From an optimization exercise on the open Yosys and OpenROAD flow, aimed at small area, a short achievable clock period and few clock cycles per item; shortcuts taken in it are not production practice. Where RTL was checked, it was by simulation tests only, not by an equivalence proof against the original. Function not checked in runs 2 to 4: the RTL went through the layout flow alone. Power figures rest on the tool's default switching activity, not on a simulated workload.

## constraint.sdc

```tcl
create_clock -name core_clock -period 40.0 [get_ports {clk}]
set_input_delay 8.0000 -clock core_clock [delete_from_list [all_inputs] [get_ports {clk}]]
set_output_delay 8.0000 -clock core_clock [all_outputs]
set_load 0.01 [all_outputs]
```

## flow/patch_synth.py

```python
#!/usr/bin/env python3
"""Patch a copy of ORFS's synth.tcl so that abc maps with abc_myarea.script
(area-oriented mapping) instead of ORFS's delay-oriented abc script. Only the
abc call changes: flip-flop mapping, flattening and renaming are untouched."""
import sys
f = sys.argv[1]
t = open(f).read()
old = '  log_cmd abc {*}$abc_args\n'
assert t.count(old) == 1, "abc call not found"
new = '  log_cmd abc {*}[lreplace $abc_args 1 1 $::env(SCRIPTS_DIR)/abc_myarea.script]\n'
open(f, 'w').write(t.replace(old, new))
```

## flow/run.sh

```bash
#!/bin/bash
# Own layout flow: the standard ORFS flow (standard.sh) with these changes:
#  - synthesis maps the logic with an area-oriented abc script
#    (flow/abc_myarea.script) instead of ORFS's delay-oriented one; the
#    flip-flops, flattening and renaming are the standard flow's (synth_recipe.tcl);
#  - the port buffers that placement inserts are buf_2 cells;
#  - the extra ORFS make variables in flow/make_args.txt, if any (one per
#    line), are passed to every make call.
# Each tool's output goes to the logs under orfs/logs and to flow_*.log here.
set -euo pipefail
HERE=$(pwd)
rm -rf scripts_mod
cp -r "$FLOW_HOME/scripts" scripts_mod
cp flow/abc_myarea.script scripts_mod/
python3 flow/patch_synth.py scripts_mod/synth.tcl
EXTRA=""
if [[ -f flow/make_args.txt ]]; then
  while read -r line; do
    [[ -n "$line" ]] && EXTRA="$EXTRA '$line'"
  done < flow/make_args.txt
fi
# standard.sh with our scripts folder, port buffer cell and extra variables
# added to its make call
sed -e "s|make -C |make SCRIPTS_DIR=$HERE/scripts_mod 'BUFFER_PORTS_ARGS=-buffer_cell sky130_fd_sc_hd__buf_2' $EXTRA -C |" standard.sh > standard_mod.sh
grep -q "SCRIPTS_DIR=$HERE/scripts_mod" standard_mod.sh
bash standard_mod.sh synth > flow_synth.log 2>&1
bash standard_mod.sh > flow_layout.log 2>&1
test -f out/final.def
```

## standard.sh

```bash
#!/bin/bash
# synth_recipe.tcl (not shown) runs the flow's synth.tcl, then flattens the netlist and writes it again
# the make line also repeats each setting of config.mk as NAME=value (left out here)
make -C /OpenROAD-flow-scripts/flow DESIGN_CONFIG=/design/flow/config.mk WORK_HOME=/design/flow/orfs CLKGATE_MAP_FILE= SYNTH_SCRIPT=/design/flow/synth_recipe.tcl "${@:-finish}"
```

## flow/make_args.txt

```
SETUP_SLACK_MARGIN=19.5
```

## design.v

```verilog
module register (
    input clk, enable,
    input [15:0] data_in,
    output reg [15:0] data_out
);
    always @(posedge clk)
        if (enable)
            data_out <= data_in;
endmodule
module ao8 (
    input  [7:0] s, d,
    output       y
);
    assign y = |(s & d);
endmodule
module regfile (
    input         clk, reset,
    input  [2:0]  rx, ry,
    input         we,
    input  [15:0] wdata,
    output [15:0] A, B
);
    wire [15:0] rd [7:0];
    reg  [7:0]  valid;
    wire [7:0]  asel, bsel;
    always @(posedge clk or posedge reset)
        if (reset)
            valid <= 8'd0;
        else if (we)
            valid[rx] <= 1'b1;
    genvar i, j;
    generate
        for (i = 0; i < 8; i = i + 1) begin : gen_registers
            register reg_inst (
                .clk(clk),
                .enable(we && (rx == i)),
                .data_in(wdata),
                .data_out(rd[i])
            );
            assign asel[i] = valid[i] & (rx == i);
            assign bsel[i] = valid[i] & (ry == i);
        end
        for (j = 0; j < 16; j = j + 1) begin : gen_read
            wire [7:0] col = {rd[7][j], rd[6][j], rd[5][j], rd[4][j],
                              rd[3][j], rd[2][j], rd[1][j], rd[0][j]};
            ao8 ra (.s(asel), .d(col), .y(A[j]));
            ao8 rb (.s(bsel), .d(col), .y(B[j]));
        end
    endgenerate
endmodule
module alu (
    input  [15:0] A, B,
    input  [3:0]  ALU_Sel,
    input         mode,
    input         shift_multi,      
    input  [15:0] R, Q,             
    input         div_step,         
    input  [15:0] rs,               
    output [15:0] ALU_Result,
    output        cout
);
    wire [4:0] op = {mode, ALU_Sel};
    wire o_add  = (op == 5'h00), o_sub  = (op == 5'h01), o_mul  = (op == 5'h02),
         o_div  = (op == 5'h03), o_mod  = (op == 5'h04), o_inc  = (op == 5'h05),
         o_dec  = (op == 5'h06), o_gt   = (op == 5'h07), o_eq   = (op == 5'h08),
         o_lt   = (op == 5'h09), o_ge   = (op == 5'h0A), o_le   = (op == 5'h0B),
         o_neg  = (op == 5'h0C), o_addc = (op == 5'h0D), o_rsub = (op == 5'h0E),
         o_shl1 = (op == 5'h14), o_shr1 = (op == 5'h15), o_shl  = (op == 5'h16),
         o_shr  = (op == 5'h17), o_swap = (op == 5'h1B), o_eqm  = (op == 5'h1C);
    wire o_cmp = o_gt | o_lt | o_ge | o_le;
    wire arith = o_add | o_sub | o_inc | o_dec | o_neg | o_addc | o_rsub | o_shl1 | div_step;
    wire inv_a  = o_gt | o_le | o_neg | o_rsub;
    wire y_b    = o_add | o_addc | o_rsub | o_gt | o_le;
    wire y_nb   = o_sub | o_lt | o_ge | div_step;
    wire y_a    = o_shl1;                        
    wire y_ones = o_dec;
    wire cin    = o_sub | o_inc | o_neg | o_addc | o_rsub | o_cmp | div_step;
    wire b_zero = ~|B;
    wire shift_n0 = (o_shl | o_shr) & ~b_zero;
    reg [3:0] t;
    always @(*) begin
        case (op)
            5'h10: t = 4'b1000;   
            5'h11: t = 4'b1110;   
            5'h13: t = 4'b0011;   
            5'h16, 5'h17: t = 4'b1100;   
            5'h18: t = 4'b0111;   
            5'h19: t = 4'b0001;   
            5'h1A: t = 4'b1001;   
            5'h1D: t = 4'b0100;   
            5'h1E: t = 4'b1101;   
            5'h1F: t = 4'b1111;   
            5'h12, 5'h08, 5'h1C: t = 4'b0110;   
            default: t = 4'b0000;
        endcase
    end
    wire en_L = ~(o_eq | o_eqm) & ~shift_n0;
    wire en_R = o_mul | o_mod;
    wire en_Q = o_div | (shift_multi & (o_shl | o_shr));
    wire [15:0] p, g, h, L;
    wire [15:0] a_up = {1'b0, A[15:1]};
    wire [15:0] a_sw = {A[7:0], A[15:8]};
    wire        eq = ~|L;
    wire        e_all = o_eqm & eq;
    wire        e_0 = (o_eqm | o_eq) & eq;
    genvar i;
    generate
        for (i = 0; i < 16; i = i + 1) begin : gen_slice
            alu_slice s (
                .a(A[i]), .b(B[i]), .a_up(a_up[i]), .a_sw(a_sw[i]),
                .rs(rs[i]), .sel_rs(div_step),
                .r(R[i]), .q(Q[i]), .e(i == 0 ? e_0 : e_all),
                .inv_a(inv_a), .y_b(y_b), .y_nb(y_nb), .y_a(y_a), .y_ones(y_ones),
                .t(t), .en_L(en_L), .en_shr1(o_shr1), .en_sw(o_swap),
                .en_R(en_R), .en_Q(en_Q), .arith(arith),
                .p(p[i]), .g(g[i]), .L(L[i]), .h(h[i])
            );
        end
    endgenerate
    wire [15:0] c;
    prefix16 pf (.p(p), .g(g), .cin(cin), .c(c), .cout(cout));
    wire [15:0] cm = c & {16{~o_cmp}};
    assign ALU_Result = {h[15:1] ^ cm[15:1],
                         o_cmp ? (cout ^ (o_gt | o_lt)) : (h[0] ^ cin)};
endmodule
module alu_slice (
    input       a, b, a_up, a_sw, r, q, e, rs, sel_rs,
    input       inv_a, y_b, y_nb, y_a, y_ones,
    input [3:0] t,
    input       en_L, en_shr1, en_sw, en_R, en_Q, arith,
    output      p, g, L, h
);
    wire x = (~sel_rs & ~inv_a & a) | (~sel_rs & inv_a & ~a) | (sel_rs & rs);
    wire y = (y_b & b) | (y_nb & ~b) | (y_a & a) | y_ones;
    assign p = x ^ y;
    assign g = x & y;
    assign L = t[{a, b}];
    wire other = (en_L & L) | (en_shr1 & a_up) | (en_sw & a_sw) | e |
                 (en_R & r) | (en_Q & q);
    assign h = arith ? p : other;
endmodule
module prefix16 (
    input  [15:0] p, g,
    input         cin,
    output [15:0] c,
    output        cout
);
    wire [15:0] G1, P1, G2, P2, G3, P3, G4;
    wire [15:0] g0 = {g[15:1], g[0] | (p[0] & cin)};
    genvar i;
    generate
        for (i = 0; i < 16; i = i + 1) begin : pf
            if (i % 2 == 1) begin
                assign G1[i] = g0[i] | (p[i] & g0[i-1]);
                assign P1[i] = p[i] & p[i-1];
            end else begin
                assign G1[i] = g0[i]; assign P1[i] = p[i];
            end
            if (i % 4 >= 2) begin
                assign G2[i] = G1[i] | (P1[i] & G1[(i/4)*4+1]);
                assign P2[i] = P1[i] & P1[(i/4)*4+1];
            end else begin
                assign G2[i] = G1[i]; assign P2[i] = P1[i];
            end
            if (i % 8 >= 4) begin
                assign G3[i] = G2[i] | (P2[i] & G2[(i/8)*8+3]);
                assign P3[i] = P2[i] & P2[(i/8)*8+3];
            end else begin
                assign G3[i] = G2[i]; assign P3[i] = P2[i];
            end
            if (i >= 8) begin
                assign G4[i] = G3[i] | (P3[i] & G3[7]);
            end else begin
                assign G4[i] = G3[i];
            end
        end
    endgenerate
    assign c = {G4[14:0], cin};
    assign cout = G4[15];
endmodule
module fa (input x, y, z, output s, c);
    assign s = x ^ y ^ z;
    assign c = (x & y) | (x & z) | (y & z);
endmodule
module muldiv (
    input             clk,
    input             first,      
    input             is_mul,
    input             is_div,     
    input             is_shr,     
    input      [15:0] A, B,
    output     [15:0] rs,         
    input      [15:0] d1,         
    input             c1,         
    output reg [15:0] R,
    output reg [15:0] Q
);
    wire [15:0] prod;
    mul16lo mul (.a(A), .b(B), .p(prod));
    wire [15:0] r   = first ? 16'd0 : R;
    wire [15:0] q   = first ? A : Q;
    assign rs = {r[14:0], q[15]};
    wire        ge1 = c1 | r[15];            
    wire [15:0] r1  = ge1 ? d1 : rs;
    wire [15:0] rs2 = {r1[14:0], q[14]};
    wire [15:0] nb  = ~B;
    wire [16:0] cy;
    wire [15:0] d2;
    assign cy[0] = 1'b1;
    genvar i;
    generate
        for (i = 0; i < 16; i = i + 1) begin : gen_sub
            fa f (.x(rs2[i]), .y(nb[i]), .z(cy[i]), .s(d2[i]), .c(cy[i + 1]));
        end
    endgenerate
    wire ge2 = cy[16] | r1[15];
    always @(posedge clk) begin
        R <= is_mul ? prod : (ge2 ? d2 : rs2);
        Q <= is_shr ? {1'b0, q[15:1]} : is_div ? {q[13:0], ge1, ge2} : {q[14:0], 1'b0};
    end
endmodule
module mul16lo (input [15:0] a, b, output [15:0] p);
    wire n0_0, n0_1, n0_2, n0_3, n0_4, n0_5, n0_6, n0_7, n0_8, n0_9, n0_10, n0_11, n0_12, n0_13, n0_14, n0_15, n1_0, n1_1, n1_2, n1_3, n1_4, n1_5, n1_6, n1_7, n1_8, n1_9, n1_10, n1_11, n1_12, n1_13, n1_14, n2_0, n2_1, n2_2, n2_3, n2_4, n2_5, n2_6, n2_7, n2_8, n2_9, n2_10, n2_11, n2_12, n2_13, n3_0, n3_1, n3_2, n3_3, n3_4, n3_5, n3_6, n3_7, n3_8, n3_9, n3_10, n3_11, n3_12, n4_0, n4_1, n4_2, n4_3, n4_4, n4_5, n4_6, n4_7, n4_8, n4_9, n4_10, n4_11, n5_0, n5_1, n5_2, n5_3, n5_4, n5_5, n5_6, n5_7, n5_8, n5_9, n5_10, n6_0, n6_1, n6_2, n6_3, n6_4, n6_5, n6_6, n6_7, n6_8, n6_9, n7_0, n7_1, n7_2, n7_3, n7_4, n7_5, n7_6, n7_7, n7_8, n8_0, n8_1, n8_2, n8_3, n8_4, n8_5, n8_6, n8_7, n9_0, n9_1, n9_2, n9_3, n9_4, n9_5, n9_6, n10_0, n10_1, n10_2, n10_3, n10_4, n10_5, n11_0, n11_1, n11_2, n11_3, n11_4, n12_0, n12_1, n12_2, n12_3, n13_0, n13_1, n13_2, n14_0, n14_1, n15_0, s0, k0, s1, k1, s2, k2, s3, k3, s4, k4, s5, k5, s6, k6, s7, k7, s8, k8, s9, k9, s10, k10, s11, k11, s12, k12, s13, k13, s14, k14, s15, k15, s16, k16, s17, k17, s18, k18, s19, k19, s20, k20, s21, k21, s22, k22, s23, k23, s24, k24, s25, k25, s26, k26, s27, k27, s28, k28, s29, k29, s30, k30, s31, k31, s32, k32, s33, k33, s34, k34, s35, k35, s36, k36, s37, k37, s38, k38, s39, k39, s40, k40, s41, k41, s42, k42, s43, k43, s44, k44, s45, k45, s46, k46, s47, k47, s48, k48, s49, k49, s50, k50, s51, k51, s52, k52, s53, k53, s54, k54, s55, k55, s56, k56, s57, k57, s58, k58, s59, k59, s60, k60, s61, k61, s62, k62, s63, k63, s64, k64, s65, k65, s66, k66, s67, k67, s68, k68, s69, k69, s70, k70, s71, k71, s72, k72, s73, k73, s74, k74, s75, k75, s76, k76, s77, k77, s78, k78, s79, k79, s80, k80, s81, k81, s82, k82, s83, k83, s84, k84, s85, k85, s86, k86, s87, k87, s88, k88, s89, k89, s90, k90, s91, k91, s92, k92, s93, k93, s94, k94, s95, k95, s96, k96, s97, k97, s98, k98, s99, k99, s100, k100, s101, k101, s102, k102, s103, k103, s104, k104;
    assign n0_0 = ~(a[0] & b[0]);
    assign n0_1 = ~(a[0] & b[1]);
    assign n0_2 = ~(a[0] & b[2]);
    assign n0_3 = ~(a[0] & b[3]);
    assign n0_4 = ~(a[0] & b[4]);
    assign n0_5 = ~(a[0] & b[5]);
    assign n0_6 = ~(a[0] & b[6]);
    assign n0_7 = ~(a[0] & b[7]);
    assign n0_8 = ~(a[0] & b[8]);
    assign n0_9 = ~(a[0] & b[9]);
    assign n0_10 = ~(a[0] & b[10]);
    assign n0_11 = ~(a[0] & b[11]);
    assign n0_12 = ~(a[0] & b[12]);
    assign n0_13 = ~(a[0] & b[13]);
    assign n0_14 = ~(a[0] & b[14]);
    assign n0_15 = ~(a[0] & b[15]);
    assign n1_0 = ~(a[1] & b[0]);
    assign n1_1 = ~(a[1] & b[1]);
    assign n1_2 = ~(a[1] & b[2]);
    assign n1_3 = ~(a[1] & b[3]);
    assign n1_4 = ~(a[1] & b[4]);
    assign n1_5 = ~(a[1] & b[5]);
    assign n1_6 = ~(a[1] & b[6]);
    assign n1_7 = ~(a[1] & b[7]);
    assign n1_8 = ~(a[1] & b[8]);
    assign n1_9 = ~(a[1] & b[9]);
    assign n1_10 = ~(a[1] & b[10]);
    assign n1_11 = ~(a[1] & b[11]);
    assign n1_12 = ~(a[1] & b[12]);
    assign n1_13 = ~(a[1] & b[13]);
    assign n1_14 = ~(a[1] & b[14]);
    assign n2_0 = ~(a[2] & b[0]);
    assign n2_1 = ~(a[2] & b[1]);
    assign n2_2 = ~(a[2] & b[2]);
    assign n2_3 = ~(a[2] & b[3]);
    assign n2_4 = ~(a[2] & b[4]);
    assign n2_5 = ~(a[2] & b[5]);
    assign n2_6 = ~(a[2] & b[6]);
    assign n2_7 = ~(a[2] & b[7]);
    assign n2_8 = ~(a[2] & b[8]);
    assign n2_9 = ~(a[2] & b[9]);
    assign n2_10 = ~(a[2] & b[10]);
    assign n2_11 = ~(a[2] & b[11]);
    assign n2_12 = ~(a[2] & b[12]);
    assign n2_13 = ~(a[2] & b[13]);
    assign n3_0 = ~(a[3] & b[0]);
    assign n3_1 = ~(a[3] & b[1]);
    assign n3_2 = ~(a[3] & b[2]);
    assign n3_3 = ~(a[3] & b[3]);
    assign n3_4 = ~(a[3] & b[4]);
    assign n3_5 = ~(a[3] & b[5]);
    assign n3_6 = ~(a[3] & b[6]);
    assign n3_7 = ~(a[3] & b[7]);
    assign n3_8 = ~(a[3] & b[8]);
    assign n3_9 = ~(a[3] & b[9]);
    assign n3_10 = ~(a[3] & b[10]);
    assign n3_11 = ~(a[3] & b[11]);
    assign n3_12 = ~(a[3] & b[12]);
    assign n4_0 = ~(a[4] & b[0]);
    assign n4_1 = ~(a[4] & b[1]);
    assign n4_2 = ~(a[4] & b[2]);
    assign n4_3 = ~(a[4] & b[3]);
    assign n4_4 = ~(a[4] & b[4]);
    assign n4_5 = ~(a[4] & b[5]);
    assign n4_6 = ~(a[4] & b[6]);
    assign n4_7 = ~(a[4] & b[7]);
    assign n4_8 = ~(a[4] & b[8]);
    assign n4_9 = ~(a[4] & b[9]);
    assign n4_10 = ~(a[4] & b[10]);
    assign n4_11 = ~(a[4] & b[11]);
    assign n5_0 = ~(a[5] & b[0]);
    assign n5_1 = ~(a[5] & b[1]);
    assign n5_2 = ~(a[5] & b[2]);
    assign n5_3 = ~(a[5] & b[3]);
    assign n5_4 = ~(a[5] & b[4]);
    assign n5_5 = ~(a[5] & b[5]);
    assign n5_6 = ~(a[5] & b[6]);
    assign n5_7 = ~(a[5] & b[7]);
    assign n5_8 = ~(a[5] & b[8]);
    assign n5_9 = ~(a[5] & b[9]);
    assign n5_10 = ~(a[5] & b[10]);
    assign n6_0 = ~(a[6] & b[0]);
    assign n6_1 = ~(a[6] & b[1]);
    assign n6_2 = ~(a[6] & b[2]);
    assign n6_3 = ~(a[6] & b[3]);
    assign n6_4 = ~(a[6] & b[4]);
    assign n6_5 = ~(a[6] & b[5]);
    assign n6_6 = ~(a[6] & b[6]);
    assign n6_7 = ~(a[6] & b[7]);
    assign n6_8 = ~(a[6] & b[8]);
    assign n6_9 = ~(a[6] & b[9]);
    assign n7_0 = ~(a[7] & b[0]);
    assign n7_1 = ~(a[7] & b[1]);
    assign n7_2 = ~(a[7] & b[2]);
    assign n7_3 = ~(a[7] & b[3]);
    assign n7_4 = ~(a[7] & b[4]);
    assign n7_5 = ~(a[7] & b[5]);
    assign n7_6 = ~(a[7] & b[6]);
    assign n7_7 = ~(a[7] & b[7]);
    assign n7_8 = ~(a[7] & b[8]);
    assign n8_0 = ~(a[8] & b[0]);
    assign n8_1 = ~(a[8] & b[1]);
    assign n8_2 = ~(a[8] & b[2]);
    assign n8_3 = ~(a[8] & b[3]);
    assign n8_4 = ~(a[8] & b[4]);
    assign n8_5 = ~(a[8] & b[5]);
    assign n8_6 = ~(a[8] & b[6]);
    assign n8_7 = ~(a[8] & b[7]);
    assign n9_0 = ~(a[9] & b[0]);
    assign n9_1 = ~(a[9] & b[1]);
    assign n9_2 = ~(a[9] & b[2]);
    assign n9_3 = ~(a[9] & b[3]);
    assign n9_4 = ~(a[9] & b[4]);
    assign n9_5 = ~(a[9] & b[5]);
    assign n9_6 = ~(a[9] & b[6]);
    assign n10_0 = ~(a[10] & b[0]);
    assign n10_1 = ~(a[10] & b[1]);
    assign n10_2 = ~(a[10] & b[2]);
    assign n10_3 = ~(a[10] & b[3]);
    assign n10_4 = ~(a[10] & b[4]);
    assign n10_5 = ~(a[10] & b[5]);
    assign n11_0 = ~(a[11] & b[0]);
    assign n11_1 = ~(a[11] & b[1]);
    assign n11_2 = ~(a[11] & b[2]);
    assign n11_3 = ~(a[11] & b[3]);
    assign n11_4 = ~(a[11] & b[4]);
    assign n12_0 = ~(a[12] & b[0]);
    assign n12_1 = ~(a[12] & b[1]);
    assign n12_2 = ~(a[12] & b[2]);
    assign n12_3 = ~(a[12] & b[3]);
    assign n13_0 = ~(a[13] & b[0]);
    assign n13_1 = ~(a[13] & b[1]);
    assign n13_2 = ~(a[13] & b[2]);
    assign n14_0 = ~(a[14] & b[0]);
    assign n14_1 = ~(a[14] & b[1]);
    assign n15_0 = ~(a[15] & b[0]);
    fa u0 (.x(n0_2), .y(n1_1), .z(n2_0), .s(s0), .c(k0));
    fa u1 (.x(n0_3), .y(n1_2), .z(n2_1), .s(s1), .c(k1));
    fa u2 (.x(n3_0), .y(k0), .z(s1), .s(s2), .c(k2));
    fa u3 (.x(n0_4), .y(n1_3), .z(n2_2), .s(s3), .c(k3));
    fa u4 (.x(n3_1), .y(n4_0), .z(k1), .s(s4), .c(k4));
    fa u5 (.x(s3), .y(k2), .z(s4), .s(s5), .c(k5));
    fa u6 (.x(n0_5), .y(n1_4), .z(n2_3), .s(s6), .c(k6));
    fa u7 (.x(n3_2), .y(n4_1), .z(n5_0), .s(s7), .c(k7));
    fa u8 (.x(k3), .y(s6), .z(s7), .s(s8), .c(k8));
    fa u9 (.x(k4), .y(s8), .z(k5), .s(s9), .c(k9));
    fa u10 (.x(n0_6), .y(n1_5), .z(n2_4), .s(s10), .c(k10));
    fa u11 (.x(n3_3), .y(n4_2), .z(n5_1), .s(s11), .c(k11));
    fa u12 (.x(n6_0), .y(k6), .z(k7), .s(s12), .c(k12));
    fa u13 (.x(s10), .y(s11), .z(k8), .s(s13), .c(k13));
    fa u14 (.x(s12), .y(s13), .z(k9), .s(s14), .c(k14));
    fa u15 (.x(n0_7), .y(n1_6), .z(n2_5), .s(s15), .c(k15));
    fa u16 (.x(n3_4), .y(n4_3), .z(n5_2), .s(s16), .c(k16));
    fa u17 (.x(n6_1), .y(n7_0), .z(k10), .s(s17), .c(k17));
    fa u18 (.x(k11), .y(s15), .z(s16), .s(s18), .c(k18));
    fa u19 (.x(k12), .y(s17), .z(s18), .s(s19), .c(k19));
    fa u20 (.x(k13), .y(s19), .z(k14), .s(s20), .c(k20));
    fa u21 (.x(n0_8), .y(n1_7), .z(n2_6), .s(s21), .c(k21));
    fa u22 (.x(n3_5), .y(n4_4), .z(n5_3), .s(s22), .c(k22));
    fa u23 (.x(n6_2), .y(n7_1), .z(n8_0), .s(s23), .c(k23));
    fa u24 (.x(k15), .y(k16), .z(s21), .s(s24), .c(k24));
    fa u25 (.x(s22), .y(s23), .z(k17), .s(s25), .c(k25));
    fa u26 (.x(k18), .y(s24), .z(k19), .s(s26), .c(k26));
    fa u27 (.x(s25), .y(s26), .z(k20), .s(s27), .c(k27));
    fa u28 (.x(n0_9), .y(n1_8), .z(n2_7), .s(s28), .c(k28));
    fa u29 (.x(n3_6), .y(n4_5), .z(n5_4), .s(s29), .c(k29));
    fa u30 (.x(n6_3), .y(n7_2), .z(n8_1), .s(s30), .c(k30));
    fa u31 (.x(n9_0), .y(k21), .z(k22), .s(s31), .c(k31));
    fa u32 (.x(k23), .y(s28), .z(s29), .s(s32), .c(k32));
    fa u33 (.x(s30), .y(k24), .z(s31), .s(s33), .c(k33));
    fa u34 (.x(s32), .y(k25), .z(s33), .s(s34), .c(k34));
    fa u35 (.x(k26), .y(s34), .z(k27), .s(s35), .c(k35));
    fa u36 (.x(n0_10), .y(n1_9), .z(n2_8), .s(s36), .c(k36));
    fa u37 (.x(n3_7), .y(n4_6), .z(n5_5), .s(s37), .c(k37));
    fa u38 (.x(n6_4), .y(n7_3), .z(n8_2), .s(s38), .c(k38));
    fa u39 (.x(n9_1), .y(n10_0), .z(k28), .s(s39), .c(k39));
    fa u40 (.x(k29), .y(k30), .z(s36), .s(s40), .c(k40));
    fa u41 (.x(s37), .y(s38), .z(k31), .s(s41), .c(k41));
    fa u42 (.x(k32), .y(s39), .z(s40), .s(s42), .c(k42));
    fa u43 (.x(k33), .y(s41), .z(s42), .s(s43), .c(k43));
    fa u44 (.x(k34), .y(s43), .z(k35), .s(s44), .c(k44));
    fa u45 (.x(n0_11), .y(n1_10), .z(n2_9), .s(s45), .c(k45));
    fa u46 (.x(n3_8), .y(n4_7), .z(n5_6), .s(s46), .c(k46));
    fa u47 (.x(n6_5), .y(n7_4), .z(n8_3), .s(s47), .c(k47));
    fa u48 (.x(n9_2), .y(n10_1), .z(n11_0), .s(s48), .c(k48));
    fa u49 (.x(k36), .y(k37), .z(k38), .s(s49), .c(k49));
    fa u50 (.x(s45), .y(s46), .z(s47), .s(s50), .c(k50));
    fa u51 (.x(s48), .y(k39), .z(k40), .s(s51), .c(k51));
    fa u52 (.x(s49), .y(s50), .z(k41), .s(s52), .c(k52));
    fa u53 (.x(k42), .y(s51), .z(k43), .s(s53), .c(k53));
    fa u54 (.x(s52), .y(s53), .z(k44), .s(s54), .c(k54));
    fa u55 (.x(n0_12), .y(n1_11), .z(n2_10), .s(s55), .c(k55));
    fa u56 (.x(n3_9), .y(n4_8), .z(n5_7), .s(s56), .c(k56));
    fa u57 (.x(n6_6), .y(n7_5), .z(n8_4), .s(s57), .c(k57));
    fa u58 (.x(n9_3), .y(n10_2), .z(n11_1), .s(s58), .c(k58));
    fa u59 (.x(n12_0), .y(k45), .z(k46), .s(s59), .c(k59));
    fa u60 (.x(k47), .y(k48), .z(s55), .s(s60), .c(k60));
    fa u61 (.x(s56), .y(s57), .z(s58), .s(s61), .c(k61));
    fa u62 (.x(k49), .y(k50), .z(s59), .s(s62), .c(k62));
    fa u63 (.x(s60), .y(s61), .z(k51), .s(s63), .c(k63));
    fa u64 (.x(s62), .y(k52), .z(s63), .s(s64), .c(k64));
    fa u65 (.x(k53), .y(s64), .z(k54), .s(s65), .c(k65));
    fa u66 (.x(n0_13), .y(n1_12), .z(n2_11), .s(s66), .c(k66));
    fa u67 (.x(n3_10), .y(n4_9), .z(n5_8), .s(s67), .c(k67));
    fa u68 (.x(n6_7), .y(n7_6), .z(n8_5), .s(s68), .c(k68));
    fa u69 (.x(n9_4), .y(n10_3), .z(n11_2), .s(s69), .c(k69));
    fa u70 (.x(n12_1), .y(n13_0), .z(k55), .s(s70), .c(k70));
    fa u71 (.x(k56), .y(k57), .z(k58), .s(s71), .c(k71));
    fa u72 (.x(s66), .y(s67), .z(s68), .s(s72), .c(k72));
    fa u73 (.x(s69), .y(k59), .z(k60), .s(s73), .c(k73));
    fa u74 (.x(k61), .y(s70), .z(s71), .s(s74), .c(k74));
    fa u75 (.x(s72), .y(k62), .z(s73), .s(s75), .c(k75));
    fa u76 (.x(s74), .y(k63), .z(s75), .s(s76), .c(k76));
    fa u77 (.x(k64), .y(s76), .z(k65), .s(s77), .c(k77));
    fa u78 (.x(n0_14), .y(n1_13), .z(n2_12), .s(s78), .c(k78));
    fa u79 (.x(n3_11), .y(n4_10), .z(n5_9), .s(s79), .c(k79));
    fa u80 (.x(n6_8), .y(n7_7), .z(n8_6), .s(s80), .c(k80));
    fa u81 (.x(n9_5), .y(n10_4), .z(n11_3), .s(s81), .c(k81));
    fa u82 (.x(n12_2), .y(n13_1), .z(n14_0), .s(s82), .c(k82));
    fa u83 (.x(k66), .y(k67), .z(k68), .s(s83), .c(k83));
    fa u84 (.x(k69), .y(s78), .z(s79), .s(s84), .c(k84));
    fa u85 (.x(s80), .y(s81), .z(s82), .s(s85), .c(k85));
    fa u86 (.x(k70), .y(k71), .z(k72), .s(s86), .c(k86));
    fa u87 (.x(s83), .y(s84), .z(s85), .s(s87), .c(k87));
    fa u88 (.x(k73), .y(k74), .z(s86), .s(s88), .c(k88));
    fa u89 (.x(s87), .y(k75), .z(s88), .s(s89), .c(k89));
    fa u90 (.x(k76), .y(s89), .z(k77), .s(s90), .c(k90));
    fa u91 (.x(n0_15), .y(n1_14), .z(n2_13), .s(s91), .c(k91));
    fa u92 (.x(n3_12), .y(n4_11), .z(n5_10), .s(s92), .c(k92));
    fa u93 (.x(n6_9), .y(n7_8), .z(n8_7), .s(s93), .c(k93));
    fa u94 (.x(n9_6), .y(n10_5), .z(n11_4), .s(s94), .c(k94));
    fa u95 (.x(n12_3), .y(n13_2), .z(n14_1), .s(s95), .c(k95));
    fa u96 (.x(n15_0), .y(k78), .z(k79), .s(s96), .c(k96));
    fa u97 (.x(k80), .y(k81), .z(k82), .s(s97), .c(k97));
    fa u98 (.x(s91), .y(s92), .z(s93), .s(s98), .c(k98));
    fa u99 (.x(s94), .y(s95), .z(k83), .s(s99), .c(k99));
    fa u100 (.x(k84), .y(k85), .z(s96), .s(s100), .c(k100));
    fa u101 (.x(s97), .y(s98), .z(k86), .s(s101), .c(k101));
    fa u102 (.x(k87), .y(s99), .z(s100), .s(s102), .c(k102));
    fa u103 (.x(k88), .y(s101), .z(s102), .s(s103), .c(k103));
    fa u104 (.x(k89), .y(s103), .z(k90), .s(s104), .c(k104));
    wire [15:0] ns = {s104, s90, s77, s65, s54, s44, s35, s27, s20, s14, s9, s5, s2, s0, n0_1, n0_0};
    wire [15:0] nc = {1'b1, 1'b1, 1'b1, 1'b1, 1'b1, 1'b1, 1'b1, 1'b1, 1'b1, 1'b1, 1'b1, 1'b1, 1'b1, 1'b1, n1_0, 1'b1};
    assign p = ~(ns + nc + 16'd1);
endmodule
module control_unit (
    input        clk, reset, run,
    input  [15:0] instruction,
    input  [15:0] B,
    output       first,
    output       is_mul,
    output       is_div,
    output       is_shr,
    output       shift_multi,
    output       div_step,
    output       done
);
    wire [3:0] sel  = instruction[6:3];
    wire       mode = instruction[2];
    wire   is_shift = mode & ((sel == 4'd6) | (sel == 4'd7));
    assign is_shr   = mode & (sel == 4'd7);
    assign is_mul   = ~mode & (sel == 4'd2);
    assign is_div   = ~mode & ((sel == 4'd3) | (sel == 4'd4));
    assign shift_multi = is_shift & ~|B[15:4] & |B[3:0];
    wire   multi    = is_mul | is_div | shift_multi;
    reg [3:0] cnt;
    assign first = (cnt == 4'd0);
    wire last = is_div ? cnt[3] : is_mul ? cnt[0] : (cnt == B[3:0]);
    assign done = run & (~multi | last);
    assign div_step = is_div & ~cnt[3];
    always @(posedge clk or posedge reset) begin
        if (reset)
            cnt <= 4'd0;
        else if (run & multi & ~last)
            cnt <= cnt + 4'd1;
        else
            cnt <= 4'd0;
    end
endmodule
module bitty_core (
    input clk, reset, run,                   
    input [15:0] instruction,                
    output done,                             
    output [15:0] reg_s,                     
    output [15:0] alu_result                 
);
    wire [15:0] A, B, R, Q;
    wire        first, is_mul, is_div, is_shr, shift_multi, div_step, c1;
    wire [15:0] rs;
    regfile rf (
        .clk(clk), .reset(reset),
        .rx(instruction[15:13]), .ry(instruction[12:10]),
        .we(done), .wdata(alu_result),
        .A(A), .B(B)
    );
    assign reg_s = A;
    alu alu_inst (
        .A(A), .B(B),
        .ALU_Sel(instruction[6:3]),
        .mode(instruction[2]),
        .shift_multi(shift_multi),
        .R(R), .Q(Q),
        .div_step(div_step), .rs(rs),
        .ALU_Result(alu_result), .cout(c1)
    );
    muldiv md (
        .clk(clk), .first(first), .is_mul(is_mul), .is_div(is_div),
        .is_shr(is_shr), .A(A), .B(B),
        .rs(rs), .d1(alu_result), .c1(c1), .R(R), .Q(Q)
    );
    control_unit cu (
        .clk(clk), .reset(reset), .run(run),
        .instruction(instruction), .B(B),
        .first(first), .is_mul(is_mul), .is_div(is_div), .is_shr(is_shr),
        .shift_multi(shift_multi), .div_step(div_step), .done(done)
    );
endmodule
```

## config.mk

```make
export PLATFORM = sky130hd
export DESIGN_NAME = bitty_core
export DESIGN_NICKNAME = bitty_core
export VERILOG_FILES = /design/flow/design.v
export SDC_FILE = /design/flow/constraint.sdc
export NUM_CORES = 4
export LEC_CHECK = 0
export ABC_AREA = 1
export CAP_MARGIN = 20
export CORE_MARGIN = 2
export CORE_UTILIZATION = 55
export CTS_BUF_LIST = sky130_fd_sc_hd__clkbuf_8
export PLACE_DENSITY = 0.8
export SLEW_MARGIN = 20
export SYNTH_HIERARCHICAL = 1
export SYNTH_MINIMUM_KEEP_SIZE = 0
```

## flow/abc_myarea.script

```
strash
dch
map -a
topo
stime -c
```

==> impl_metrics.tcl, run 1 <==
set metrics [dict create \
    final_antenna_net_count 0 \
    vdd_drop_max_v 0.0000441 \
    pwr_density_cell_nw_per_um2 54.2 \
    min_period_ps 20460 \
    setup_viol 0 \
    drt_drc_violations_left 0 \
    postLayoutCellArea_um2 15700 \
    fin_crit_sh 0.512 \
    row_count 57 \
    hold_buffers 0 \
    clock-sinks 172 \
    cpPeakStageDelay_ps 500 \
    finalMaxSlewViolations 0 \
    wl_per_cell_um 24.4 \
    die_h_um 162 \
    cts_buffers 17 \
    ys_warn_count 11 \
    hold_violations 0 \
    vias 13200 \
    grt_antenna_before_repair 0 \
    worst_pin_slew_ps 1060 \
    h-tree-depth 4 \
    path_buf_inv 6 \
    grt_start_max_net_pins 33 \
    clk-insertion-delay-late_ps 490 \
    p_sw_frac 0.452 \
    start_util 0.562 \
    grt_pass1_vias 13100 \
    required_ps 32000 \
    dieArea_um2 26100 \
    dpl.hpwl_um 31200 \
    grt-ovfl-total 0 \
    critPathKind "primary input to output pin" \
    slew_headroom 0.289 \
    cellInternalPower_mw 0.467 \
    syn_avg_cell_area_um2 9.22 \
    combPwrFrac 0.587 \
    p_seq_frac 0.277 \
    clkPwrFrac 0.136 \
    area_growth_pct 15.0 \
    coreArea_um2 24300 \
    hold_class "register to register" \
    hold_slack_ps 550 \
    dpl-instance-area_um2 14900 \
    grt_pass1_wl_um 72600 \
    switchingPower_mw 0.385 \
    diodes 0 \
    tritoncts "done" \
    clockRootBuffer "clkbuf_8" \
    arrival_ps 12460 \
    startpoint_type "primary input" \
    nets 1808 \
    drt_iter0_drc 1964 \
    syn_area_um2 13700 \
    clk_pin_slew_ps 90 \
    layout-drive-gt1-share 0.144 \
    cp_top_family "simple AND/OR/NAND/NOR gates" \
    rsz0062_at_grt "false" \
    port_buffers 46 \
    worstPathMaxFanout 16 \
    fin_skew_ps 17.4 \
    power_leakage_nw 5.56 \
    crit_path_end_kind "output pin" \
    cap_viol_max_count 0 \
    crit_chain "buf_2 > clkinv_1 > ha_1 > ha_1 > clkinv_1 > nor2_1 > buf_4 > a22oi_1 > nand4_1 > buf_4 > a21oi_1 > a32oi_1 > nor4_1 > nand4_1 > nor2_2 > nand3b_1 > a221oi_1 > o21ai_0 > xnor2_4 > buf_6" \
    routed_via_density 6.68 \
    drtPass1Iterations 7 \
    routed_wl_um 48100 \
    fillers 1896 \
    fmax_ghz 0.0489 \
    setup_tns_ps 0 \
    syn_inst 1482 \
    crit_slowest_cell "nand4_1" \
    grtUsageTotal 0.371 \
    pre_cts_ws_ps 17530 \
    clockBufferDepth 2 \
    setup_ws_ps 19540 \
    ios 52 \
    die_w_um 162 \
    status "timing/DRC/antenna clean" \
    place_congestion 1.02 \
]
-- power by group through the flow --
stage | Combinational (mW) | Clock (mW) | Sequential (mW)
2_1_floorplan | 0.324 | 0 | 0.234
3_3_place_gp | 0.446 | 0 | 0.238
3_5_place_dp | 0.462 | 0 | 0.239
4_1_cts | 0.479 | 0.116 | 0.235
5_1_grt | 0.541 | 0.125 | 0.237
6_report | 0.500 | 0.116 | 0.236
-- state kept, by name, indices dropped and copies added, names as in the netlist --
register	flops
rf.gen_registers.reg_inst.data_out	128
md.Q	16
md.R	16
rf.valid	8
cu.cnt	4
-- repair_timing --
action / CTS / global route
cloned: 2 / 0
setup buffers: 11 / 6
hold endpoints to repair: 0 / 0
setup endpoints to repair: 33 / 33
gates resized for setup: 29 / 16
pin swaps: 6 / 2
-- placed cells by master, fill, tap and decap left out, types with 17 or more instances in the layout --
master,n
nor3_2,18
ha_1,33
a221oi_1,17
buf_2,45
nand2_1,381
clkbuf_8,19
a21oi_1,75
xor2_1,26
a22oi_1,145
nor2_1,96
nand3_1,29
edfxtp_1,128
dfxtp_1,32
clkinv_1,133
fa_1,121
buf_4,83
nand4_1,39
o21ai_0,35
-- metal layers --
layer	wire length [µm]	GRT usage	vias to the layer above	part of all wire
li1	-	-	5599	-
met1	16600	0.469	6223	0.35
met2	21100	0.561	1095	0.44
met3	6880	0.109	264	0.14
met4	3510	0.237	0	0.073
met5	0	0	-	0
-- worst register-to-register path: cells and delay by family (launching register included) --
kind / cells / cell delay [ps]
flops: 1 / 450
simple gates: 8 / 1400
compound gates: 8 / 1430
buf+inv: 11 / 2440
fa+ha+maj: 16 / 6650
mux: 1 / 290
-- stage by stage --
step                      cells  total power [mW]   util
after floorplan            1482             0.559      -
after global placement     1920             0.685  0.613
after detailed placement   1920             0.700  0.613
after CTS                  1965             0.830  0.641
after global routing       1972             0.903  0.646
final                      1972             0.852  0.646
-- worst paths after layout --
kind	start	endpoint	slack, ps	depth (start not counted)
hold reg to reg	cu.cnt[0]	cu.cnt[0]	550	1
hold / removal	cu.cnt[0]	cu.cnt[0]	550	1
setup reg to reg	cu.cnt[0]	md.R[15]	27260	44
min in group asynchronous	reset	cu.cnt[1]	7380	2
setup / recovery	instruction[14]	alu_result[14]	19540	20
max in group asynchronous	reset	rf.valid[3]	32410	2
-- layout make-up --
class | instances | area (µm²) | area share
clock buffers | 19 | 262 | 0.0166
flip-flops and latches | 172 | 4780 | 0.305
inverters | 139 | 533 | 0.0339
multi-input cells | 1171 | 8650 | 0.551
repair buffers | 134 | 963 | 0.0613
clock inverters | 13 | 111 | 0.00709
well taps | 324 | 405 | 0.0258
Testbench counts, summed over its fixed seeds: cycles 14,932, instrs 12,000.
==> run 2, diff against run 1 <==
--- a/design.v
+++ b/design.v
@@ -205,14 +205,21 @@
     wire [15:0] rs2 = {r1[14:0], q[14]};
     wire [15:0] nb  = ~B;
-    wire [16:0] cy;
+    wire [8:0]  cl, c0, c1h;
     wire [15:0] d2;
-    assign cy[0] = 1'b1;
+    wire [7:0]  dh0, dh1;
+    assign cl[0]  = 1'b1;
+    assign c0[0]  = 1'b0;
+    assign c1h[0] = 1'b1;
     genvar i;
     generate
-        for (i = 0; i < 16; i = i + 1) begin : gen_sub
-            fa f (.x(rs2[i]), .y(nb[i]), .z(cy[i]), .s(d2[i]), .c(cy[i + 1]));
+        for (i = 0; i < 8; i = i + 1) begin : gen_sub
+            fa fl (.x(rs2[i]), .y(nb[i]), .z(cl[i]), .s(d2[i]), .c(cl[i + 1]));
+            fa f0 (.x(rs2[i + 8]), .y(nb[i + 8]), .z(c0[i]), .s(dh0[i]), .c(c0[i + 1]));
+            fa f1 (.x(rs2[i + 8]), .y(nb[i + 8]), .z(c1h[i]), .s(dh1[i]), .c(c1h[i + 1]));
         end
     endgenerate
-    wire ge2 = cy[16] | r1[15];
+    assign d2[15:8] = cl[8] ? dh1 : dh0;
+    wire cout2 = cl[8] ? c1h[8] : c0[8];
+    wire ge2 = cout2 | r1[15];
     always @(posedge clk) begin
         R <= is_mul ? prod : (ge2 ? d2 : rs2);
--- a/config.mk
+++ b/config.mk
@@ -11,5 +11,4 @@
 export CORE_UTILIZATION = 55
 export CTS_BUF_LIST = sky130_fd_sc_hd__clkbuf_8
-export PLACE_DENSITY = 0.8
 export SLEW_MARGIN = 20
 export SYNTH_HIERARCHICAL = 1
==> impl_metrics.tcl, run 2 <==
set metrics [dict create \
    dieArea_um2 26600 \
    crit_path_end_kind "output pin" \
    drtPass1Iterations 6 \
    tritoncts "done" \
    dpl-instance-area_um2 15200 \
    die_w_um 163 \
    hold_violations 0 \
    finalMaxSlewViolations 0 \
    final_antenna_net_count 0 \
    vias 12900 \
    timing.rr.start "cu.cnt[0]" \
    grt_start_max_net_pins 34 \
    required_ps 32000 \
    clk_pin_slew_ps 100 \
    coreArea_um2 25000 \
    setup_tns_ps 0 \
    wl_per_cell_um 23.7 \
    crit_end "alu_result[13]" \
    startpoint_type "primary input" \
    top_regs "rf.gen_registers.reg_inst.data_out: 128 flops, md.Q: 16 flops, md.R: 16 flops" \
    worstSetupStartpoint "instruction[12]" \
    min_period_ps 20310 \
    h-tree-depth 4 \
    final_core_util 0.634 \
    routed_via_density 6.41 \
    clock-sinks 172 \
    fmax_ghz 0.0492 \
    grt_pass1_vias 12400 \
    grt_pass1_wl_um 72500 \
    place_congestion 0.907 \
    slew_headroom 0.268 \
    diodes 0 \
    arrival_ps 12310 \
    routed_wl_um 47800 \
    ys_warn_count 11 \
    syn_area_um2 13900 \
    drt_drc_violations_left 0 \
    pwr_density_cell_nw_per_um2 53.9 \
    row_count 58 \
    start_util 0.556 \
    largest_reg_flops 128 \
    ios 52 \
    worstPathMaxFanout 15 \
    layout-drive-gt1-share 0.137 \
    port_buffers 46 \
    rsz0062_at_grt "false" \
    vdd_drop_max_v 0.0000399 \
    postLayoutCellArea_um2 15900 \
    largest_register "rf.gen_registers.reg_inst.data_out" \
    r2r_cells 41 \
    regToRegSetupSlack_ps 29900 \
    power_leakage_nw 5.57 \
    hold_buffers 0 \
    clk-insertion-delay-late_ps 470 \
    cap_viol_max_count 0 \
    drt_iter0_drc 1715 \
    die_h_um 163 \
    syn_inst 1516 \
    nets 1851 \
    fin_crit_sh 0.508 \
    dpl.hpwl_um 32300 \
    fin_skew_ps 25.3 \
    setup_viol 0 \
    cts_buffers 17 \
    final_common_cell "nand2_1" \
    area_growth_pct 14.0 \
    critPathKind "primary input to output pin" \
    layout_common_cells "nand2_1, a22oi_1, clkinv_1" \
    clockBufferDepth 2 \
    r2r-end "md.R[13]" \
    hold_class "register to register" \
    syn_avg_cell_area_um2 9.19 \
    grt_antenna_before_repair 0 \
    worst_pin_slew_ps 1100 \
    status "timing/DRC/antenna clean" \
    grtUsageTotal 0.365 \
    grt-ovfl-total 0 \
    clockRootBuffer "clkbuf_8" \
]
-- run 2: layer usage --
layer  part of all wire  GRT usage  up-vias  wire [µm]
met3               0.10     0.0551      116       4890
met1               0.41      0.528     6329      19500
met4              0.033      0.111        0       1590
met5                  0          0        -          0
li1                   -          -     5710          -
met2               0.46      0.571      749      21800
-- run 2: how the worst min path moves through the flow --
stage / startpoint / to / cells after the start
global route: cu.cnt[0] / cu.cnt[0] / 1
CTS: cu.cnt[0] / cu.cnt[0] / 1
finish: cu.cnt[0] / cu.cnt[0] / 1
global placement: cu.cnt[0] / cu.cnt[0] / 1
floorplan: rf.valid[4] / rf.valid[4] / 2
detailed placement: cu.cnt[0] / cu.cnt[0] / 1
-- run 2: layout make-up --
class | instances | area (µm²)
clock buffer | 17 | 234
clock inverter | 15 | 141
fill | 2151 | 9150
inverter | 149 | 564
multi-input combinational | 1195 | 8800
sequential | 172 | 4780
tap | 330 | 413
timing repair buffer | 135 | 943
-- run 2: through the flow --
step / cells / power [mW] / hold WS [ps] / setup WS [ps]
after floorplan: 1517 / 0.570 / 477 / 19560
after global placement: 1964 / 0.712 / 513 / 18130
after detailed placement: 1964 / 0.720 / 507 / 18210
after CTS: 2005 / 0.851 / 521 / 19500
after global routing: 2013 / 0.915 / 554 / 19490
final: 2013 / 0.855 / 520 / 19690
-- run 2: power breakdown --
group | switching [mW] | leakage, nW | internal (mW)
logic | 0.301 | 3.82 | 0.195
registers | 0.0133 | 1.57 | 0.225
clock network | 0.0752 | 0.186 | 0.0461
total | 0.389 | 5.57 | 0.466
-- run 2: timing repair --
action                     in CTS  in global routing
setup endpoints to repair      16                 16
gates resized for setup        17                 14
pin swaps                       5                  4
cloned                          0                  1
buffers inserted                9                  7
-- run 2: worst max-delay path, cell delays in order --
cell and delay (ps):
buf_2 160, clkinv_1 180, nor3_2 260, buf_4 300
a22oi_1 140, nand4_1 480, clkinv_1 220, nand2_1 100
a32oi_1 110, nor4_1 430, nand4_1 260, nor2_2 480
nand3b_1 180, a221oi_1 60, o21ai_0 220, xnor2_1 470
buf_2 270
==> run 3, diff against run 2 <==
--- a/design.v
+++ b/design.v
@@ -72,5 +72,5 @@
     wire inv_a  = o_gt | o_le | o_neg | o_rsub;
     wire y_b    = o_add | o_addc | o_rsub | o_gt | o_le;
-    wire y_nb   = o_sub | o_lt | o_ge | div_step;
+    wire y_nb   = o_sub | o_lt | o_ge | o_eq | o_eqm | div_step;
     wire y_a    = o_shl1;                        
     wire y_ones = o_dec;
@@ -91,5 +91,5 @@
             5'h1E: t = 4'b1101;   
             5'h1F: t = 4'b1111;   
-            5'h12, 5'h08, 5'h1C: t = 4'b0110;   
+            5'h12: t = 4'b0110;   
             default: t = 4'b0000;
         endcase
@@ -101,7 +101,4 @@
     wire [15:0] a_up = {1'b0, A[15:1]};
     wire [15:0] a_sw = {A[7:0], A[15:8]};
-    wire        eq = ~|L;
-    wire        e_all = o_eqm & eq;
-    wire        e_0 = (o_eqm | o_eq) & eq;
     genvar i;
     generate
@@ -110,5 +107,5 @@
                 .a(A[i]), .b(B[i]), .a_up(a_up[i]), .a_sw(a_sw[i]),
                 .rs(rs[i]), .sel_rs(div_step),
-                .r(R[i]), .q(Q[i]), .e(i == 0 ? e_0 : e_all),
+                .r(R[i]), .q(Q[i]),
                 .inv_a(inv_a), .y_b(y_b), .y_nb(y_nb), .y_a(y_a), .y_ones(y_ones),
                 .t(t), .en_L(en_L), .en_shr1(o_shr1), .en_sw(o_swap),
@@ -119,11 +116,13 @@
     endgenerate
     wire [15:0] c;
-    prefix16 pf (.p(p), .g(g), .cin(cin), .c(c), .cout(cout));
-    wire [15:0] cm = c & {16{~o_cmp}};
+    wire        eq;
+    prefix16 pf (.p(p), .g(g), .cin(cin), .c(c), .cout(cout), .pall(eq));
+    wire        o_flag = o_cmp | o_eq | o_eqm;
+    wire [15:0] cm = (c & {16{~o_flag}}) | {16{o_eqm & eq}};
     assign ALU_Result = {h[15:1] ^ cm[15:1],
-                         o_cmp ? (cout ^ (o_gt | o_lt)) : (h[0] ^ cin)};
+                         o_cmp ? (cout ^ (o_gt | o_lt)) : (o_eq | o_eqm) ? eq : (h[0] ^ cin)};
 endmodule
 module alu_slice (
-    input       a, b, a_up, a_sw, r, q, e, rs, sel_rs,
+    input       a, b, a_up, a_sw, r, q, rs, sel_rs,
     input       inv_a, y_b, y_nb, y_a, y_ones,
     input [3:0] t,
@@ -136,5 +135,5 @@
     assign g = x & y;
     assign L = t[{a, b}];
-    wire other = (en_L & L) | (en_shr1 & a_up) | (en_sw & a_sw) | e |
+    wire other = (en_L & L) | (en_shr1 & a_up) | (en_sw & a_sw) |
                  (en_R & r) | (en_Q & q);
     assign h = arith ? p : other;
@@ -144,5 +143,6 @@
     input         cin,
     output [15:0] c,
-    output        cout
+    output        cout,
+    output        pall           
 );
     wire [15:0] G1, P1, G2, P2, G3, P3, G4;
@@ -177,4 +177,5 @@
     endgenerate
     assign c = {G4[14:0], cin};
+    assign pall = P3[15] & P3[7];
     assign cout = G4[15];
 endmodule
==> impl_metrics.tcl, run 3 <==
set metrics [dict create \
    fmax_ghz 0.0493 \
    grt_pass1_wl_um 74700 \
    grt_pass1_vias 12400 \
    dpl.hpwl_um 32400 \
    row_count 58 \
    fin_crit_sh 0.507 \
    startpoint_type "primary input" \
    worst_pin_slew_ps 1160 \
    cap_viol_max_count 0 \
    diodes 0 \
    multi_input_comb_area_um2 8870 \
    hold_buffers 0 \
    drt_drc_violations_left 0 \
    cts_buffers 17 \
    fillers 2174 \
    wl_per_cell_um 24.6 \
    vias 13200 \
    grt_antenna_before_repair 0 \
    status "timing/DRC/antenna clean" \
    place_congestion 0.909 \
    clockBufferDepth 2 \
    hold_violations 0 \
    syn_area_um2 13900 \
    largest_register "rf.gen_registers.reg_inst.data_out" \
    routed_wl_um 50000 \
    vdd_drop_max_v 0.0000454 \
    h-tree-depth 4 \
    required_ps 32000 \
    final_common_cell "nand2_1" \
    tritoncts "done" \
    dpl-instance-area_um2 15300 \
    clk_pin_slew_ps 110 \
    arrival_ps 12270 \
    setup_viol 0 \
    syn_avg_cell_area_um2 9.14 \
    area_growth_pct 15.2 \
    crit_path_end_kind "output pin" \
    power_leakage_nw 5.81 \
    hold_slack_ps 541 \
    grtUsageTotal 0.383 \
    grt-ovfl-total 0 \
    critPathKind "primary input to output pin" \
    layout-drive-gt1-share 0.147 \
    min_period_ps 20270 \
    nets 1870 \
    layout_common_cells "nand2_1, a22oi_1, clkinv_1" \
    postLayoutCellArea_um2 16000 \
    finalMaxSlewViolations 0 \
    rsz0062_at_grt "false" \
    pwr_density_cell_nw_per_um2 54.3 \
    clk-insertion-delay-late_ps 480 \
    die_w_um 163 \
    final_antenna_net_count 0 \
    ios 52 \
    top_regs "rf.gen_registers.reg_inst.data_out: 128 flops, md.Q: 16 flops, md.R: 16 flops" \
    slew_headroom 0.224 \
    dieArea_um2 26600 \
    setup_tns_ps 0 \
    die_h_um 163 \
    drtPass1Iterations 7 \
    drt_iter0_drc 1956 \
    worstPathMaxFanout 22 \
    hold_class "register to register" \
    clockRootBuffer "clkbuf_8" \
    fin_skew_ps 32.0 \
    routed_via_density 6.48 \
    syn_inst 1523 \
    port_buffers 46 \
    start_util 0.556 \
    final_core_util 0.640 \
    seqCellArea_um2 4780 \
    ys_warn_count 11 \
    clock-sinks 172 \
    grt_start_max_net_pins 34 \
    coreArea_um2 25000 \
    largest_reg_flops 128 \
]
[run 3: cell count changes in the layout (fill, tap and decap cells not counted), sizes merged, moves of 4 or more]
cell    change
xnor2      -14
nor3        +8
xor2       +16
nand3       +9
nor4        -4
buf        +13
nand2      +11
nand3b     -16
[run 3: final timing paths]
path,to,from,slack [ps],depth (start not counted)
hold / removal,cu.cnt[0],cu.cnt[0],540,1
min in group asynchronous,cu.cnt[0],reset,7370,2
setup reg to reg,md.R[15],cu.cnt[0],30060,38
max in group asynchronous,rf.valid[5],reset,32410,2
setup / recovery,alu_result[15],instruction[13],19730,25
hold reg to reg,cu.cnt[0],cu.cnt[0],540,1
[run 3: worst max-delay path, stage by stage]
cell and delay (ps):
buf_2 120, clkinv_1 140, ha_1 250, ha_1 180, clkinv_1 70, nor2_1 40, buf_4 210, a22oi_1 210
nand4_1 170, buf_12 210, xor2_1 150, mux2_2 280, ha_1 340, a21oi_1 190, inv_2 70, a21oi_2 130
inv_2 80, a31oi_4 190, o21a_4 200, clkinvlp_4 140, a211o_2 310, nand3_1 70, nand2_1 120, xor2_4 220
buf_2 170
[run 3: layout make-up]
class,count,area share
Clock buffer,17,0.0146
Timing Repair Buffer,147,0.0634
Tap cell,330,0.0257
Sequential cell,172,0.298
Inverter,145,0.0345
Multi-Input combinational cell,1206,0.553
Clock inverter,15,0.0104
[run 3: report_power, final]
| group | internal (mW) | switching [mW] | total, mW |
|---|---|---|---|
| clock network | 0.0474 | 0.0777 | 0.125 |
| registers | 0.226 | 0.0157 | 0.242 |
| logic | 0.199 | 0.305 | 0.504 |
[run 3: through the flow]
stage	cells	power [mW]	setup slack [ps]
6_report	2032	0.871	19730
5_1_grt	2032	0.930	19500
4_1_cts	2017	0.854	19510
3_5_place_dp	1976	0.722	18140
3_3_place_gp	1976	0.710	18150
2_1_floorplan	1524	0.574	19610
[run 3: layer usage]
metal,routed length (µm),track usage
met5,108,0.0398
met4,1600,0.120
met3,6650,0.120
met2,21500,0.562
met1,20100,0.541
[run 3: repair_timing]
action,in CTS,in global routing
endpoints found under the setup margin,16,16
cloned,0,0
pin swaps,4,1
setup buffers,9,15
gates resized for setup,16,23
==> run 4, diff against run 3 <==
--- a/design.v
+++ b/design.v
@@ -14,4 +14,16 @@
     assign y = |(s & d);
 endmodule
+module rsel (
+    input  [7:0] valid,
+    input  [2:0] r,
+    output [7:0] sel
+);
+    genvar i;
+    generate
+        for (i = 0; i < 8; i = i + 1) begin : gen_sel
+            assign sel[i] = valid[i] & (r == i);
+        end
+    endgenerate
+endmodule
 module regfile (
     input         clk, reset,
@@ -23,5 +35,5 @@
     wire [15:0] rd [7:0];
     reg  [7:0]  valid;
-    wire [7:0]  asel, bsel;
+    wire [7:0]  asel_lo, asel_hi, bsel_lo, bsel_hi;
     always @(posedge clk or posedge reset)
         if (reset)
@@ -38,12 +50,14 @@
                 .data_out(rd[i])
             );
-            assign asel[i] = valid[i] & (rx == i);
-            assign bsel[i] = valid[i] & (ry == i);
         end
+        rsel sal (.valid(valid), .r(rx), .sel(asel_lo));
+        rsel sah (.valid(valid), .r(rx), .sel(asel_hi));
+        rsel sbl (.valid(valid), .r(ry), .sel(bsel_lo));
+        rsel sbh (.valid(valid), .r(ry), .sel(bsel_hi));
         for (j = 0; j < 16; j = j + 1) begin : gen_read
             wire [7:0] col = {rd[7][j], rd[6][j], rd[5][j], rd[4][j],
                               rd[3][j], rd[2][j], rd[1][j], rd[0][j]};
-            ao8 ra (.s(asel), .d(col), .y(A[j]));
-            ao8 rb (.s(bsel), .d(col), .y(B[j]));
+            ao8 ra (.s(j < 8 ? asel_lo : asel_hi), .d(col), .y(A[j]));
+            ao8 rb (.s(j < 8 ? bsel_lo : bsel_hi), .d(col), .y(B[j]));
         end
     endgenerate
@@ -57,5 +71,6 @@
     input         div_step,         
     input  [15:0] rs,               
-    output [15:0] ALU_Result,
+    output [15:0] ALU_Result,       
+    output [15:0] ALU_Int,          
     output        cout
 );
@@ -72,5 +87,5 @@
     wire inv_a  = o_gt | o_le | o_neg | o_rsub;
     wire y_b    = o_add | o_addc | o_rsub | o_gt | o_le;
-    wire y_nb   = o_sub | o_lt | o_ge | o_eq | o_eqm | div_step;
+    wire y_nb   = o_sub | o_lt | o_ge | div_step;
     wire y_a    = o_shl1;                        
     wire y_ones = o_dec;
@@ -91,5 +106,5 @@
             5'h1E: t = 4'b1101;   
             5'h1F: t = 4'b1111;   
-            5'h12: t = 4'b0110;   
+            5'h12, 5'h08, 5'h1C: t = 4'b0110;   
             default: t = 4'b0000;
         endcase
@@ -101,4 +116,7 @@
     wire [15:0] a_up = {1'b0, A[15:1]};
     wire [15:0] a_sw = {A[7:0], A[15:8]};
+    wire        eq = ~|L;
+    wire        e_all = o_eqm & eq;
+    wire        e_0 = (o_eqm | o_eq) & eq;
     genvar i;
     generate
@@ -107,5 +125,5 @@
                 .a(A[i]), .b(B[i]), .a_up(a_up[i]), .a_sw(a_sw[i]),
                 .rs(rs[i]), .sel_rs(div_step),
-                .r(R[i]), .q(Q[i]),
+                .r(R[i]), .q(Q[i]), .e(i == 0 ? e_0 : e_all),
                 .inv_a(inv_a), .y_b(y_b), .y_nb(y_nb), .y_a(y_a), .y_ones(y_ones),
                 .t(t), .en_L(en_L), .en_shr1(o_shr1), .en_sw(o_swap),
@@ -116,13 +134,19 @@
     endgenerate
     wire [15:0] c;
-    wire        eq;
-    prefix16 pf (.p(p), .g(g), .cin(cin), .c(c), .cout(cout), .pall(eq));
-    wire        o_flag = o_cmp | o_eq | o_eqm;
-    wire [15:0] cm = (c & {16{~o_flag}}) | {16{o_eqm & eq}};
-    assign ALU_Result = {h[15:1] ^ cm[15:1],
-                         o_cmp ? (cout ^ (o_gt | o_lt)) : (o_eq | o_eqm) ? eq : (h[0] ^ cin)};
+    prefix16 pf (.p(p), .g(g), .cin(cin), .c(c), .cout(cout));
+    wire [15:0] cm = c & {16{~o_cmp}};
+    wire        k = o_gt | o_lt;
+    alu_out out_port (.h(h), .cm(cm), .cmp(o_cmp), .cout(cout), .k(k), .cin(cin), .y(ALU_Result));
+    alu_out out_int  (.h(h), .cm(cm), .cmp(o_cmp), .cout(cout), .k(k), .cin(cin), .y(ALU_Int));
+endmodule
+module alu_out (
+    input  [15:0] h, cm,
+    input         cmp, cout, k, cin,
+    output [15:0] y
+);
+    assign y = {h[15:1] ^ cm[15:1], cmp ? (cout ^ k) : (h[0] ^ cin)};
 endmodule
 module alu_slice (
-    input       a, b, a_up, a_sw, r, q, rs, sel_rs,
+    input       a, b, a_up, a_sw, r, q, e, rs, sel_rs,
     input       inv_a, y_b, y_nb, y_a, y_ones,
     input [3:0] t,
@@ -135,5 +159,5 @@
     assign g = x & y;
     assign L = t[{a, b}];
-    wire other = (en_L & L) | (en_shr1 & a_up) | (en_sw & a_sw) |
+    wire other = (en_L & L) | (en_shr1 & a_up) | (en_sw & a_sw) | e |
                  (en_R & r) | (en_Q & q);
     assign h = arith ? p : other;
@@ -143,6 +167,5 @@
     input         cin,
     output [15:0] c,
-    output        cout,
-    output        pall           
+    output        cout
 );
     wire [15:0] G1, P1, G2, P2, G3, P3, G4;
@@ -177,5 +200,4 @@
     endgenerate
     assign c = {G4[14:0], cin};
-    assign pall = P3[15] & P3[7];
     assign cout = G4[15];
 endmodule
@@ -206,21 +228,14 @@
     wire [15:0] rs2 = {r1[14:0], q[14]};
     wire [15:0] nb  = ~B;
-    wire [8:0]  cl, c0, c1h;
+    wire [16:0] cy;
     wire [15:0] d2;
-    wire [7:0]  dh0, dh1;
-    assign cl[0]  = 1'b1;
-    assign c0[0]  = 1'b0;
-    assign c1h[0] = 1'b1;
+    assign cy[0] = 1'b1;
     genvar i;
     generate
-        for (i = 0; i < 8; i = i + 1) begin : gen_sub
-            fa fl (.x(rs2[i]), .y(nb[i]), .z(cl[i]), .s(d2[i]), .c(cl[i + 1]));
-            fa f0 (.x(rs2[i + 8]), .y(nb[i + 8]), .z(c0[i]), .s(dh0[i]), .c(c0[i + 1]));
-            fa f1 (.x(rs2[i + 8]), .y(nb[i + 8]), .z(c1h[i]), .s(dh1[i]), .c(c1h[i + 1]));
+        for (i = 0; i < 16; i = i + 1) begin : gen_sub
+            fa f (.x(rs2[i]), .y(nb[i]), .z(cy[i]), .s(d2[i]), .c(cy[i + 1]));
         end
     endgenerate
-    assign d2[15:8] = cl[8] ? dh1 : dh0;
-    wire cout2 = cl[8] ? c1h[8] : c0[8];
-    wire ge2 = cout2 | r1[15];
+    wire ge2 = cy[16] | r1[15];
     always @(posedge clk) begin
         R <= is_mul ? prod : (ge2 ? d2 : rs2);
@@ -518,9 +533,9 @@
     wire [15:0] A, B, R, Q;
     wire        first, is_mul, is_div, is_shr, shift_multi, div_step, c1;
-    wire [15:0] rs;
+    wire [15:0] rs, result;
     regfile rf (
         .clk(clk), .reset(reset),
         .rx(instruction[15:13]), .ry(instruction[12:10]),
-        .we(done), .wdata(alu_result),
+        .we(done), .wdata(result),
         .A(A), .B(B)
     );
@@ -533,10 +548,10 @@
         .R(R), .Q(Q),
         .div_step(div_step), .rs(rs),
-        .ALU_Result(alu_result), .cout(c1)
+        .ALU_Result(alu_result), .ALU_Int(result), .cout(c1)
     );
     muldiv md (
         .clk(clk), .first(first), .is_mul(is_mul), .is_div(is_div),
         .is_shr(is_shr), .A(A), .B(B),
-        .rs(rs), .d1(alu_result), .c1(c1), .R(R), .Q(Q)
+        .rs(rs), .d1(result), .c1(c1), .R(R), .Q(Q)
     );
     control_unit cu (
==> impl_metrics.tcl, run 4 <==
set metrics [dict create \
    status "timing/DRC/antenna clean" \
    final_core_util 0.631 \
    diodes 0 \
    slew_headroom 0.282 \
    fmax_ghz 0.0493 \
    dpl.hpwl_um 33200 \
    final_common_cell "nand2_1" \
    final_antenna_net_count 0 \
    drt_iter0_drc 1501 \
    grtUsageTotal 0.362 \
    fin_skew_ps 19.6 \
    syn_avg_cell_area_um2 8.94 \
    crit_path_end_kind "output pin" \
    port_buffers 46 \
    finalMaxSlewViolations 0 \
    wl_per_cell_um 23.4 \
    h-tree-depth 4 \
    worst_pin_slew_ps 1070 \
    min_period_ps 20270 \
    hold_class "register to register" \
    fillers 2163 \
    hold_buffers 0 \
    hold_depth 1 \
    regToRegSetupSlack_ps 27280 \
    clk-insertion-delay-late_ps 470 \
    layout_common_cells "nand2_1, clkinv_1, a22oi_1" \
    dieArea_um2 27000 \
    vias 13000 \
    syn_inst 1578 \
    routed_wl_um 48100 \
    largest_register "rf.gen_registers.reg_inst.data_out" \
    critPathKind "primary input to output pin" \
    ys_warn_count 11 \
    ios 52 \
    rsz0062_at_grt "false" \
    layout-drive-gt1-share 0.122 \
    setup_viol 0 \
    top_regs "rf.gen_registers.reg_inst.data_out: 128 flops, md.Q: 16 flops, md.R: 16 flops" \
    nets 1888 \
    clockRootBuffer "clkbuf_8" \
    setup_ws_ps 19730 \
    cts_buffers 17 \
    pwr_density_cell_nw_per_um2 48.9 \
    multi_input_comb_area_um2 8910 \
    fin_crit_sh 0.507 \
    die_h_um 164 \
    power_leakage_nw 5.59 \
    setup_tns_ps 0 \
    vdd_drop_max_v 0.0000253 \
    required_ps 32000 \
    die_w_um 164 \
    drt_drc_violations_left 0 \
    grt-ovfl-total 0 \
    routed_via_density 6.32 \
    pre_cts_ws_ps 17800 \
    tritoncts "done" \
    r2r_cells 45 \
    largest_reg_flops 128 \
    arrival_ps 12270 \
    syn_area_um2 14100 \
    start_util 0.560 \
    cap_viol_max_count 0 \
    clockBufferDepth 2 \
    place_congestion 0.983 \
    worstPathMaxFanout 16 \
    grt_pass1_vias 12300 \
    startpoint_type "primary input" \
    grt_start_max_net_pins 33 \
    coreArea_um2 25200 \
    drtPass1Iterations 8 \
    grt_antenna_before_repair 0 \
    row_count 58 \
    hold_violations 0 \
    seqCellArea_um2 4780 \
    clock-sinks 172 \
    grt_pass1_wl_um 71900 \
    clk_pin_slew_ps 100 \
    area_growth_pct 12.6 \
]
[run 4: changes by cell type in the layout (fill, tap and decap cells not counted), sizes merged, moves of 7 or more]
cell    change
nand3       -7
nor2       +37
xor2       +16
fa          -8
buf        -28
o21bai      +9
clkinv      +7
nand3b     +16
o211ai      -8
nor3       -17
a21oi      +17
[run 4: worst max-delay path, stage by stage]
cell and delay (ps):
buf_2 170, clkinv_1 160, ha_1 320, clkinv_1 70, o21ai_0 130, o21ai_0 100
nand2_1 80, nand2_1 400, a21oi_1 280, a32oi_1 100, nor4_1 550, nand4_1 250
nor2_2 480, nand3b_1 230, a221oi_1 70, o21ai_0 340, xor2_1 330, buf_2 200
[run 4: cell type report]
cell class              count  share of cell area
multi-input cells        1253               0.561
flip-flops and latches    172               0.301
clock inverters            15              0.0116
inverters                 152              0.0361
repair buffers            119              0.0501
clock buffers              17              0.0147
well taps                 330              0.0260
[run 4: final timing paths]
kind	startpoint	end
max in group asynchronous	reset	rf.valid[2]
min in group asynchronous	reset	cu.cnt[0]
setup / recovery	instruction[4]	alu_result[9]
hold / removal	cu.cnt[0]	cu.cnt[0]
setup reg to reg	cu.cnt[0]	md.R[8]
hold reg to reg	cu.cnt[0]	cu.cnt[0]
[run 4: through the flow]
stage / cell area [µm²] / hold slack (ps) / power, mW / std cells
3_3_place_gp: 15300 / 520 / 0.633 / 2015
2_1_floorplan: 14100 / 478 / 0.514 / 1578
3_5_place_dp: 15300 / 533 / 0.641 / 2015
4_1_cts: 15800 / 548 / 0.770 / 2052
6_report: 15900 / 550 / 0.777 / 2058
5_1_grt: 15900 / 575 / 0.826 / 2058
[run 4: report_power, final]
group	internal [mW]	switching [mW]	total, mW
logic	0.148	0.261	0.410
clock network	0.0529	0.0739	0.127
registers	0.227	0.0137	0.240
[run 4: metal layers]
layer	track usage	wire (µm)	up-vias
li1	-	-	5853
met1	0.508	20000	6326
met2	0.577	22200	744
met3	0.0795	4920	84
met4	0.0845	1050	0
met5	0	0	-
[run 4: what timing repair did]
action / in CTS / in global routing
endpoints found under the setup margin: 33 / 33
resized for setup: 22 / 19
buffers inserted: 5 / 6
pin swaps: 3 / 2

[re-timing with driven ports]
The flow's constraints put no driver on any port. The routed layouts listed below were extracted and timed again, unchanged, in two steps.
Step 1 (the two cells are an assumption about what drives the block):
set clk [get_ports {clk}]
set_driving_cell -lib_cell sky130_fd_sc_hd__clkbuf_16 $clk
set_driving_cell -lib_cell sky130_fd_sc_hd__buf_2 [delete_from_list [all_inputs] $clk]
Step 2 adds t to the input delays and takes it off the output delays; t is the mean of the earliest and latest rising clock arrival at the registers after step 1. Input paths then give back, and output paths get back, about the clock's delay inside the block.
Slacks: ideal ports / drivers / drivers and shift; pairs: ideal ports / drivers.
run | shift t [ns] | slack for setup (ns) | clock arrival spread, ns | slew at the worst register clock pin (ns) | cell pins on the clock port's net
run 1 | 0.528 | 19.538 / 19.510 / 19.328 | 0.018 / 0.017 | 0.10 / 0.10 | 1
run 2 | 0.498 | 19.686 / 19.666 / 19.666 | 0.025 / 0.025 | 0.11 / 0.11 | 1
run 3 | 0.514 | 19.726 / 19.706 / 19.706 | 0.032 / 0.031 | 0.12 / 0.12 | 1
run 4 | 0.510 | 19.727 / 19.704 / 19.680 | 0.020 / 0.020 | 0.11 / 0.11 | 1
After both steps setup and hold are still met in every run listed. The setup slack of run 1, which loses most, moves by -0.028 ns with the drivers and by -0.210 ns with both steps.
